Context: an optimization exercise on an open-source flow, tuned for small area, a short achievable clock period and few clock cycles. The choices shown serve that exercise and are no tape-out recipe.
Only simulation tests tie the RTL to the original design; equivalence was not proved.

## HLSM34
module HLSM34 (Clk, Rst, Start, Done, a, b, c, d, zero, z);
For scale: roughly 280 flip-flops, ~390 I/O pins.
Settings: LEC_CHECK=0, CAP_MARGIN=10, CORE_MARGIN=2, CORE_UTILIZATION=60, CTS_CLUSTER_DIAMETER=100, CTS_CLUSTER_SIZE=24, SETUP_SLACK_MARGIN=5, SLEW_MARGIN=10, SYNTH_HIERARCHICAL=1, SYNTH_MINIMUM_KEEP_SIZE=0; clock period 300.0 ns.
standard.sh (not shown) runs the stock make flow with config.mk's settings and CLKGATE_MAP_FILE= SYNTH_SCRIPT=/design/flow/synth_recipe.tcl, a recipe that flattens the netlist after the stock synthesis.
==> flow/flow/run.sh <==
#!/bin/bash
# Layout flow: the standard flow, except that synthesis
#  - maps the logic with an area-oriented ABC script (flow/abc_area.script)
#    instead of ORFS's delay-oriented one, and
#  - extracts only full adders (extract_fa -fa); half adders are left to ABC;
# everything else in synthesis (registers included) is unchanged; and the
# port buffers are buf_1 cells.  Each step's full output goes to its own log
# file in this folder.
set -euo pipefail
rm -rf scripts
mkdir scripts
cp -r "$FLOW_HOME/scripts/." scripts/
cp flow/abc_area.script scripts/abc_speed.script
sed -i 's/extract_fa {\*}\[dont_use_extract_fa_args\]/extract_fa -fa/' scripts/synth.tcl
grep -q '^ *extract_fa -fa$' scripts/synth.tcl
bash standard.sh SCRIPTS_DIR="$PWD/scripts" synth > synth.log 2>&1
bash standard.sh "BUFFER_PORTS_ARGS=-buffer_cell sky130_fd_sc_hd__buf_1" finish > layout.log 2>&1
==> flow/flow/abc_area.script <==
&get -n
&st
&dch
&nf -a
&put
topo
dnsize -c
&get -n
&st
&dch
&nf -a
&put
topo
dnsize -c
Testbench counts at the start, summed over its fixed seeds: cycles 33,977.
Then changed:
==> flow/flow/abc_area.script (replaced) <==
&get -n
&st
&dch
&nf -a
&put
buffer -c
topo
stime -c
upsize -c
dnsize -c
&get -n
&st
&dch
&nf -a
&put
buffer -c
topo
stime -c
upsize -c
dnsize -c
&get -n
&st
&dch
&nf -a
&put
buffer -c
topo
stime -c
upsize -c
dnsize -c
CAP_MARGIN = 20   (was 10)
SLEW_MARGIN = 20   (was 10)
What happened: First-iteration DRC count shrinks by 11%. Global-route usage shrinks by 1.8 points. Final cell count grows by 0.50%.
Then changed:
==> flow/flow/abc_area.script (replaced) <==
&get -n
&st
&dch
&nf -a
&put
buffer -c
topo
stime -c
upsize -c
dnsize -c
&get -n
&st
&dch
&nf -a
&put
buffer -c
topo
stime -c
upsize -c
dnsize -c
CAP_MARGIN = 5   (was 20)
CORE_UTILIZATION = 55   (was 60)
CTS_CLUSTER_DIAMETER = not set   (was 100)
CTS_CLUSTER_SIZE = not set   (was 24)
SLEW_MARGIN = 5   (was 20)
After rerunning: The new run finished with timing, DRC and antenna clean; via count falls slightly; first-iteration DRC count falls by a few percent; cell area rises slightly; setup slack loses 0.080 ns; maximum frequency stays flat.
Then changed:
--- a/flow/flow/abc_area.script
+++ b/flow/flow/abc_area.script
@@ -20,0 +21,10 @@
+&get -n
+&st
+&dch
+&nf -a
+&put
+buffer -c
+topo
+stime -c
+upsize -c
+dnsize -c
CAP_MARGIN = 10   (was 5)
CORE_UTILIZATION = 60   (was 55)
CTS_CLUSTER_DIAMETER = 100   (was not set)
CTS_CLUSTER_SIZE = 24   (was not set)
SLEW_MARGIN = 10   (was 5)
Fmax barely changes.
Final area decreases by 2.1%.
Area after synthesis falls by 0.62%.
Setup slack is better by 0.055 ns.

HLSM34, a different RTL version from the one above (not shown whole).
Size in the first run: about 5300 cells after synthesis.
Settings: LEC_CHECK=0, CAP_MARGIN=20, CORE_MARGIN=2, CORE_UTILIZATION=55, SETUP_SLACK_MARGIN=5, SLEW_MARGIN=20, SYNTH_HIERARCHICAL=1, SYNTH_MINIMUM_KEEP_SIZE=0; clock period 300.0 ns.
==> flow/flow/run.sh <==
#!/bin/bash
# Layout flow: the standard flow, except that
#  - synthesis maps the logic with an area-oriented ABC script
#    (flow/abc_area.script) instead of ORFS's delay-oriented one;
#    everything else in synthesis (registers included) is unchanged;
#  - the port buffers are buf_1 cells.
# Each step's full output goes to its own log file in this folder.
set -euo pipefail
rm -rf scripts
mkdir scripts
cp -r "$FLOW_HOME/scripts/." scripts/
cp flow/abc_area.script scripts/abc_speed.script
bash standard.sh SCRIPTS_DIR="$PWD/scripts" synth > synth.log 2>&1
bash standard.sh "BUFFER_PORTS_ARGS=-buffer_cell sky130_fd_sc_hd__buf_1" finish > layout.log 2>&1
==> flow/flow/abc_area.script <==
&get -n
&st
&dch
&nf -a
&put
buffer -c
topo
stime -c
upsize -c
dnsize -c
Testbench counts at the start, summed over its fixed seeds: cycles 35,184.
Then changed:
- CORE_UTILIZATION: 55 -> 40
- CTS_BUF_LIST: default -> sky130_fd_sc_hd__clkbuf_8
Outcome:
- fmax is about the same
- clock-buffer cell count grows by 20
- worst hold slack improves by 12 ps
- die area goes up by 37%
- synthesized cell count is unchanged
- worst setup slack is worse by 170 ps
Then changed:
- CTS_BUF_LIST: sky130_fd_sc_hd__clkbuf_8 -> default
Effect: The changed run went through all stages and came out clean; worst setup slack gains 16 ps; first-iteration DRC count rose by about 6%; synthesized cell count stays the same; die area does not change; routed wire length barely changes.

## zinc
HLSM34, a different RTL version from the one above (not shown whole).
Size in the first run: roughly 4,600 cells after synthesis, ~270 flip-flops.
==> flow/config.mk <==
export PLATFORM = sky130hd
export DESIGN_NAME = HLSM34
export DESIGN_NICKNAME = HLSM34
export VERILOG_FILES = /design/flow/design.v
export SDC_FILE = /design/flow/constraint.sdc
export NUM_CORES = 8
export LEC_CHECK = 0
export CAP_MARGIN = 10
export CORE_MARGIN = 2
export CORE_UTILIZATION = 60
export CTS_CLUSTER_DIAMETER = 100
export CTS_CLUSTER_SIZE = 24
export GPL_ROUTABILITY_DRIVEN = 0
export PLACE_DENSITY = 0.75
export SETUP_SLACK_MARGIN = 5
export SLEW_MARGIN = 10
export SYNTH_HIERARCHICAL = 1
export SYNTH_MINIMUM_KEEP_SIZE = 0
==> flow/constraint.sdc <==
create_clock -name core_clock -period 300.0 [get_ports {Clk}]
set_input_delay 60.0000 -clock core_clock [delete_from_list [all_inputs] [get_ports {Clk}]]
set_output_delay 60.0000 -clock core_clock [all_outputs]
set_load 0.01 [all_outputs]
==> flow/flow/run.sh <==
#!/bin/bash
# Layout flow: the standard flow, except that synthesis
#  - maps the logic with an area-oriented ABC script (flow/abc_area.script)
#    instead of ORFS's delay-oriented one, and
#  - extracts only full adders (extract_fa -fa); half adders are left to ABC;
# everything else in synthesis (registers included) is unchanged.  In the
# layout the port buffers are buf_1 cells, and repair_timing works on every
# path with less than 238.7 ns of setup slack at the design's 300 ns clock
# (the paths from the inputs and to the outputs, which set the achieved
# period), not only on failing ones.  Each step's full output goes to its own
# log file in this folder.
set -euo pipefail
rm -rf scripts
mkdir scripts
cp -r "$FLOW_HOME/scripts/." scripts/
cp flow/abc_area.script scripts/abc_speed.script
sed -i 's/extract_fa {\*}\[dont_use_extract_fa_args\]/extract_fa -fa/' scripts/synth.tcl
grep -q '^ *extract_fa -fa$' scripts/synth.tcl
bash standard.sh SCRIPTS_DIR="$PWD/scripts" synth > synth.log 2>&1
bash standard.sh "BUFFER_PORTS_ARGS=-buffer_cell sky130_fd_sc_hd__buf_1" SETUP_SLACK_MARGIN=238.7 finish > layout.log 2>&1
==> flow/flow/abc_area.script <==
&get -n
&st
&dch
&nf -a
&put
topo
dnsize -c
&get -n
&st
&dch
&nf -a
&put
topo
dnsize -c
zinc did not stop at any stage, and its layout met the timing, DRC and antenna checks.
Testbench counts of zinc, summed over its fixed seeds: cycles 33,977.
Here is what was changed in the inputs of ember compared with zinc.
Settings: clearing GPL_ROUTABILITY_DRIVEN, which used to be 0.
diff --git a/flow/flow/run.sh b/flow/flow/run.sh
--- a/flow/flow/run.sh
+++ b/flow/flow/run.sh
@@ -8 +8 @@
-# path with less than 238.7 ns of setup slack at the design's 300 ns clock
+# path with less than 239.2 ns of setup slack at the design's 300 ns clock
@@ -20 +20 @@
-bash standard.sh "BUFFER_PORTS_ARGS=-buffer_cell sky130_fd_sc_hd__buf_1" SETUP_SLACK_MARGIN=238.7 finish > layout.log 2>&1
+bash standard.sh "BUFFER_PORTS_ARGS=-buffer_cell sky130_fd_sc_hd__buf_1" SETUP_SLACK_MARGIN=239.2 finish > layout.log 2>&1
==> flow/flow/abc_area.script <==
&get -n
&st
&dch
&nf -a
&put
buffer -c
topo
stime -c
upsize -c
dnsize -c
&get -n
&st
&dch
&nf -a
&put
buffer -c
topo
stime -c
upsize -c
dnsize -c
&get -n
&st
&dch
&nf -a
&put
buffer -c
topo
stime -c
upsize -c
dnsize -c
==> run notes <==
Design area was higher in the run labelled ember. Taking zinc as the reference point, the count of cells resized by post-cts repair of ember rises by 377. Summary — number of buffers created by CTS, ember relative to zinc: higher, by 5. Number of buffers and inverters on the critical path ended up 1 lower on ember than on zinc. Looking only at horizontal extent of the die, and setting everything else aside, the higher value of zinc and ember goes to ember. Sort zinc and ember by shortest clock period the worst path allows after layout, descending, and zinc comes first. ember: post-synthesis simple-gate area fraction lower than zinc. Re routed via count: zinc was lower than ember. Taking zinc as the reference, in ember storage element area increased about 1.8%, number of instances in the synthesized netlist grew by 402.
> inputs changed (ember -> maple)
Settings: a change of CAP_MARGIN from 10 to 3; a change of SLEW_MARGIN from 10 to 3.
diff --git a/flow/flow/run.sh b/flow/flow/run.sh
--- a/flow/flow/run.sh
+++ b/flow/flow/run.sh
@@ -8 +8 @@
-# path with less than 239.2 ns of setup slack at the design's 300 ns clock
+# path with less than 238.7 ns of setup slack at the design's 300 ns clock
@@ -20 +20 @@
-bash standard.sh "BUFFER_PORTS_ARGS=-buffer_cell sky130_fd_sc_hd__buf_1" SETUP_SLACK_MARGIN=239.2 finish > layout.log 2>&1
+bash standard.sh "BUFFER_PORTS_ARGS=-buffer_cell sky130_fd_sc_hd__buf_1" SETUP_SLACK_MARGIN=238.7 finish > layout.log 2>&1
==> flow/flow/abc_area.script <==
&get -n
&st
&dch
&nf -a
&put
topo
dnsize -c
&get -n
&st
&dch
&nf -a
&put
topo
dnsize -c
==> comparison <==
- Diff ember -> maple: total via count after detailed routing decreased by 1,647 relative to the old numbers; non-clock buffer count dropped 110; largest stage delay on the critical path higher.
- The higher met1 track demand over resource in global routing of maple and ember is in ember.
- dfxtp_4 as the slowest cell on the critical path was reported by ember, and or4_4 by maple.
- Relative to ember, the clock latency of the later-clocked register in the worst-skew pair of maple is lower by 30 ps.
- Relative to ember, the compound-cell area share of the yosys netlist of maple is higher by 1.0 points.
- Relative to ember, the horizontal die dimension measured on maple has decreased by a few percent.
- maple against ember: share of synthesized cell area in full adder, half adder and majority cells +1.1 points, required time of the worst setup path increased by 60,450 ps relative to the old numbers.

## static timing again, ports no longer ideal
In the flow no input, the clock included, has a driving cell. The finished layouts below were timed again as built, in two steps. Step 1, drivers: a clkbuf_16 drives Clk and a buf_2 each remaining input, both assumed. Step 2 times the ports against the registers' clock, not the clock port: input delays grow and output delays shrink by t, the midpoint of the rising clock arrivals with the driver on. Three values: ideal ports, drivers, drivers and shift; two values: the first two.
run | shift t [ns] | slack for setup (ns) | worst hold slack (ns)
the first run of note 1 | 0.646 | 238.647 / 238.690 / 238.044 | 0.466 / 0.466 / 0.466
the second run of note 1 | 0.656 | 238.621 / 238.645 / 237.989 | 0.490 / 0.490 / 0.490
the third run of note 1 | 0.649 | 238.541 / 238.594 / 237.944 | 0.461 / 0.461 / 0.461
the fourth run of note 1 | 0.660 | 238.596 / 238.621 / 237.961 | 0.491 / 0.491 / 0.491
the first run of note 2 | 0.691 | 238.721 / 238.739 / 238.081 | 0.450 / 0.450 / 0.450
the second run of note 2 | 0.873 | 238.547 / 238.479 / 237.856 | 0.462 / 0.462 / 0.462
the third run of note 2 | 0.715 | 238.563 / 238.588 / 237.873 | 0.467 / 0.467 / 0.467
zinc | 0.627 | 238.693 / 238.735 / 238.108 | 0.477 / 0.477 / 0.477
ember | 0.665 | 238.891 / 238.822 / 238.193 | 0.535 / 0.535 / 0.535
maple | 0.632 | 238.739 / 238.771 / 238.155 | 0.497 / 0.497 / 0.497
After both steps every run listed still meets setup and hold. The setup slack of ember, which loses most, moves by -0.069 ns with the drivers and by -0.698 ns with both steps.
